Context: an optimization exercise on an open-source flow, tuned for small area. The choices shown serve that exercise and are no tape-out recipe. Where RTL was checked, it was by simulation tests only, not by an equivalence proof against the original.

## nonuniform_top_v0
module nonuniform_top_v0 #(
    parameter IMAGE_WIDE_LENGTH = 256    ,
    parameter IMAGE_HIGH_LENGTH = 192    ,
    parameter ADDRS_DW          = 21     ,
    parameter DW                = 16
) (
    input                               i_rst_n                 ,
    input                               i_clk                   ,
    input   [DW-1:0]                    i_data                  ,
    input                               i_hs                    ,
    input                               i_vs                    ,
    input   [3:0]                       i_clac_b_mean_num       ,
    input                               i_clac_b_en             ,
    input   [ADDRS_DW-1:0]              i_b_addrs               ,
    output                              o_clac_b_done           ,
    input   [3:0]                       i_data_sel              ,
    input   [ADDRS_DW-1:0]              i_k_addrs               ,
    input                               i_init_k_load           ,
    output                              o_bp_type               ,
    output  [DW-1:0]                    o_data                  ,
    output  [DW-1:0]                    o_calc_b_mean_data      ,
    output  [DW-1:0]                    o_center_y16_data       ,
    output  [DW-1:0]                    o_sub_aver_y16          ,
    output                              o_hs                    ,
    output                              o_vs                    ,
    output                              o_mem_wr_start          ,
    output   [ADDRS_DW-1:0]             o_mem_wr_addrs          ,
    output   [ADDRS_DW-1:0]             o_mem_wr_lengths        ,
    output   [DW-1:0]                   o_mem_wr_data           ,
  ...
Size in the first run: roughly 2,200 cells after synthesis, ~380 flip-flops, roughly 21,000 µm² of cells after synthesis.
Settings: LEC_CHECK=0, ABC_AREA=1, CAP_MARGIN=20, CORE_MARGIN=2, CORE_UTILIZATION=65, PLACE_DENSITY=0.8, SLEW_MARGIN=20, SYNTH_HIERARCHICAL=1, SYNTH_MINIMUM_KEEP_SIZE=0; clock period 10.0 ns.
standard.sh (not shown) runs the stock make flow with config.mk's settings and CLKGATE_MAP_FILE= SYNTH_SCRIPT=/design/flow/synth_recipe.tcl, a recipe that flattens the netlist after the stock synthesis.
==> flow/flow/run.sh <==
#!/bin/bash
# Standard ORFS layout (the standard.sh), with the port buffers made from
# the smallest buffer cell and the clock tree built as below.
set -euo pipefail
export BUFFER_PORTS_ARGS="-buffer_cell sky130_fd_sc_hd__buf_1"
export SKIP_REPAIR_TIE_FANOUT=1
export CTS_ARGS="-sink_clustering_enable -repair_clock_nets -dont_use_dummy_load -buf_list {sky130_fd_sc_hd__clkbuf_4} -sink_clustering_size 10 -sink_clustering_max_diameter 40"
bash standard.sh > standard.log 2>&1
Edit:
--- a/flow/design.v
+++ b/flow/design.v
@@ -1295,35 +1295,35 @@
     for (gi = 0; gi < 15; gi = gi + 1) begin : g_pcnt
         nuc_ha u_ha (.a(pcnt[gi]), .b(pcnt_c[gi]), .s(pcnt_inc[gi]), .co(pcnt_c[gi+1]));
     end
 endgenerate
 always @(posedge i_clk) begin
     if (!i_vs)
         pcnt <= 15'd0;
     else if (i_hs && !(pcnt[14] & pcnt[13]))
         pcnt <= pcnt_inc;
 end
 wire    center_in = pix_vld && (pcnt == CENTER_NUM);
 reg     [3:0]       ccnt;        
-reg     [17:0]      center_prod;
+reg     [DW-1:0]    center_y16;
 reg     [DW-1:0]    center_out;
 always @(posedge i_clk) begin
     if (center_in)
         ccnt <= 4'd10;
     else if (ccnt != 4'd0)
         ccnt <= ccnt - 1'b1;
     if (ccnt == 4'd10)
-        center_prod <= prod;
+        center_y16 <= sat16(prod);
     if (ccnt == 4'd1)
-        center_out <= sat16(center_prod);
+        center_out <= center_y16;
 end
 assign o_center_y16_data = center_out;
 reg     [1:0]   calc_en_dly;
 reg             calc_sync;
 reg             calc_done;
 wire            vs_fall = vsd[1] & ~vsd[0];
 wire            vs_rise = ~vsd[1] & vsd[0];
 always @(posedge i_clk or negedge i_rst_n) begin
     if (!i_rst_n) begin
         calc_en_dly <= 2'b00;
         calc_sync   <= 1'b0;
         calc_en     <= 1'b0;
Outcome: Clock-buffer cell count goes up by 2. Maximum frequency fell slightly. Worst setup slack got worse by 0.036 ns. Sequential share of layout area falls by 0.24 points. Global-route usage goes up by 0.70 points.
Function not checked in the second run of this note: the RTL went through the layout flow alone.

---

Another version of the RTL of nonuniform_top_v0 (not shown whole).
Size in the first run: about 2100 cells after synthesis, roughly 21000 um2 of cells after synthesis.
## nonuniform_top_v0
module nonuniform_top_v0 #(
    parameter IMAGE_WIDE_LENGTH = 256    ,
    parameter IMAGE_HIGH_LENGTH = 192    ,
    parameter ADDRS_DW          = 21     ,
    parameter DW                = 16
) (
    input                               i_rst_n                 ,
    input                               i_clk                   ,
    input   [DW-1:0]                    i_data                  ,
    input                               i_hs                    ,
    input                               i_vs                    ,
    input   [3:0]                       i_clac_b_mean_num       ,
    input                               i_clac_b_en             ,
    input   [ADDRS_DW-1:0]              i_b_addrs               ,
    output                              o_clac_b_done           ,
    input   [3:0]                       i_data_sel              ,
    input   [ADDRS_DW-1:0]              i_k_addrs               ,
    input                               i_init_k_load           ,
    output                              o_bp_type               ,
    output  [DW-1:0]                    o_data                  ,
    output  [DW-1:0]                    o_calc_b_mean_data      ,
    output  [DW-1:0]                    o_center_y16_data       ,
    output  [DW-1:0]                    o_sub_aver_y16          ,
    output                              o_hs                    ,
    output                              o_vs                    ,
    output                              o_mem_wr_start          ,
    output   [ADDRS_DW-1:0]             o_mem_wr_addrs          ,
    output   [ADDRS_DW-1:0]             o_mem_wr_lengths        ,
    output   [DW-1:0]                   o_mem_wr_data           ,
    output                              o_mem_wr_data_vld       ,
    output                              o_mem_rd0_start         ,
    output   [ADDRS_DW-1:0]             o_mem_rd0_addrs         ,
    output   [ADDRS_DW-1:0]             o_mem_rd0_lengths       ,
    input    [DW-1:0]                   i_mem_rd0_data          ,
    output                              o_mem_rd0_data_req      ,
    output                              o_mem_rd1_start         ,
    output   [ADDRS_DW-1:0]             o_mem_rd1_addrs         ,
    output   [ADDRS_DW-1:0]             o_mem_rd1_lengths       ,
    input    [DW-1:0]                   i_mem_rd1_data          ,
    output                              o_mem_rd1_data_req
);
Settings: LEC_CHECK=0, ABC_AREA=1, CAP_MARGIN=20, CORE_MARGIN=2, CORE_UTILIZATION=65, PLACE_DENSITY=0.8, SLEW_MARGIN=20, SYNTH_HIERARCHICAL=1, SYNTH_MINIMUM_KEEP_SIZE=0; clock period 10.0 ns.
Scripts as last shown in full above: flow/flow/run.sh
The first run produced a clean layout.
Change:
--- a/flow/design.v
+++ b/flow/design.v
@@ -1338,42 +1338,28 @@
         else if (vs_fall && calc_sync)
             calc_en <= 1'b1;
     end
 end
 reg     [7:0]   start_cnt;
 reg     [5:0]   fcnt;
-wire    [7:0]   start_inc;
-wire    [8:0]   start_c;
-wire    [5:0]   fcnt_inc;
-wire    [6:0]   fcnt_c;
-assign start_c[0] = 1'b1;
-assign fcnt_c[0]  = 1'b1;
-generate
-    for (gi = 0; gi < 8; gi = gi + 1) begin : g_start_inc
-        nuc_ha u_ha (.a(start_cnt[gi]), .b(start_c[gi]), .s(start_inc[gi]), .co(start_c[gi+1]));
-    end
-    for (gi = 0; gi < 6; gi = gi + 1) begin : g_fcnt_inc
-        nuc_ha u_ha (.a(fcnt[gi]), .b(fcnt_c[gi]), .s(fcnt_inc[gi]), .co(fcnt_c[gi+1]));
-    end
-endgenerate
 reg             wr_start;
 reg             mean_en;
 reg             calc_en_d;       
 reg     [1:0]   round_d;         
 always @(posedge i_clk) begin
     if (!calc_en)
         start_cnt <= 8'h0f;
     else if (i_vs)
         start_cnt <= 8'h00;
     else if (start_cnt != 8'hFF)
-        start_cnt <= start_inc;
+        start_cnt <= start_cnt + 8'h01;
     wr_start <= (start_cnt == 8'hF0);
     if (!calc_en)
         fcnt <= 6'd0;
     else if (start_cnt == 8'h0A)
-        fcnt <= fcnt_inc;
+        fcnt <= fcnt + 6'd1;
     case (i_clac_b_mean_num)
     4'b0001: calc_done <= (start_cnt == 8'h0A) && (fcnt > 6'd2 );
     4'b0010: calc_done <= (start_cnt == 8'h0A) && (fcnt > 6'd6 );
     4'b1000: calc_done <= (start_cnt == 8'h0A) && (fcnt > 6'd30);
     default: calc_done <= (start_cnt == 8'h0A) && (fcnt > 6'd14);
     endcase
What happened:
- register-to-register slack is better by 0.26 ns
- clock-buffer cell count goes down by 1
- synthesized area is about the same
- wire length barely changes
- non-clock buffer count goes down by 5
Only the layout flow was run in the first run of this note; the RTL was not checked for function there.

afterwards: timing with drivers on the ports:
In the flow no input, the clock included, has a driving cell. The finished layouts below were timed again as built, in two steps.
Step 1, drivers: a clkbuf_16 drives i_clk and a buf_2 each remaining input, both assumed.
Step 2 also shifts input and output timing later by t, the mid clock arrival at the registers, as if the neighbouring blocks saw the same clock.
a / b / c = ideal / step 1 / step 2; a / b = the first two.
run | t, ns | setup slack, ns | worst setup path after step 2
the first run of note 1 | 0.680 | 0.257 / 0.209 / -0.358 | input to register
the second run of note 1 | 0.690 | 0.221 / 0.174 / -0.322 | input to register
the first run of note 2 | 0.716 | 0.223 / 0.180 / -0.251 | input to register
the second run of note 2 | 0.668 | 0.192 / 0.174 / -0.459 | input to register
With both steps, setup timing fails in every run listed, where it was met with ideal ports. For the second run of note 2, which loses most, drivers alone change the setup slack by -0.018 ns; drivers and shift together by -0.651 ns.
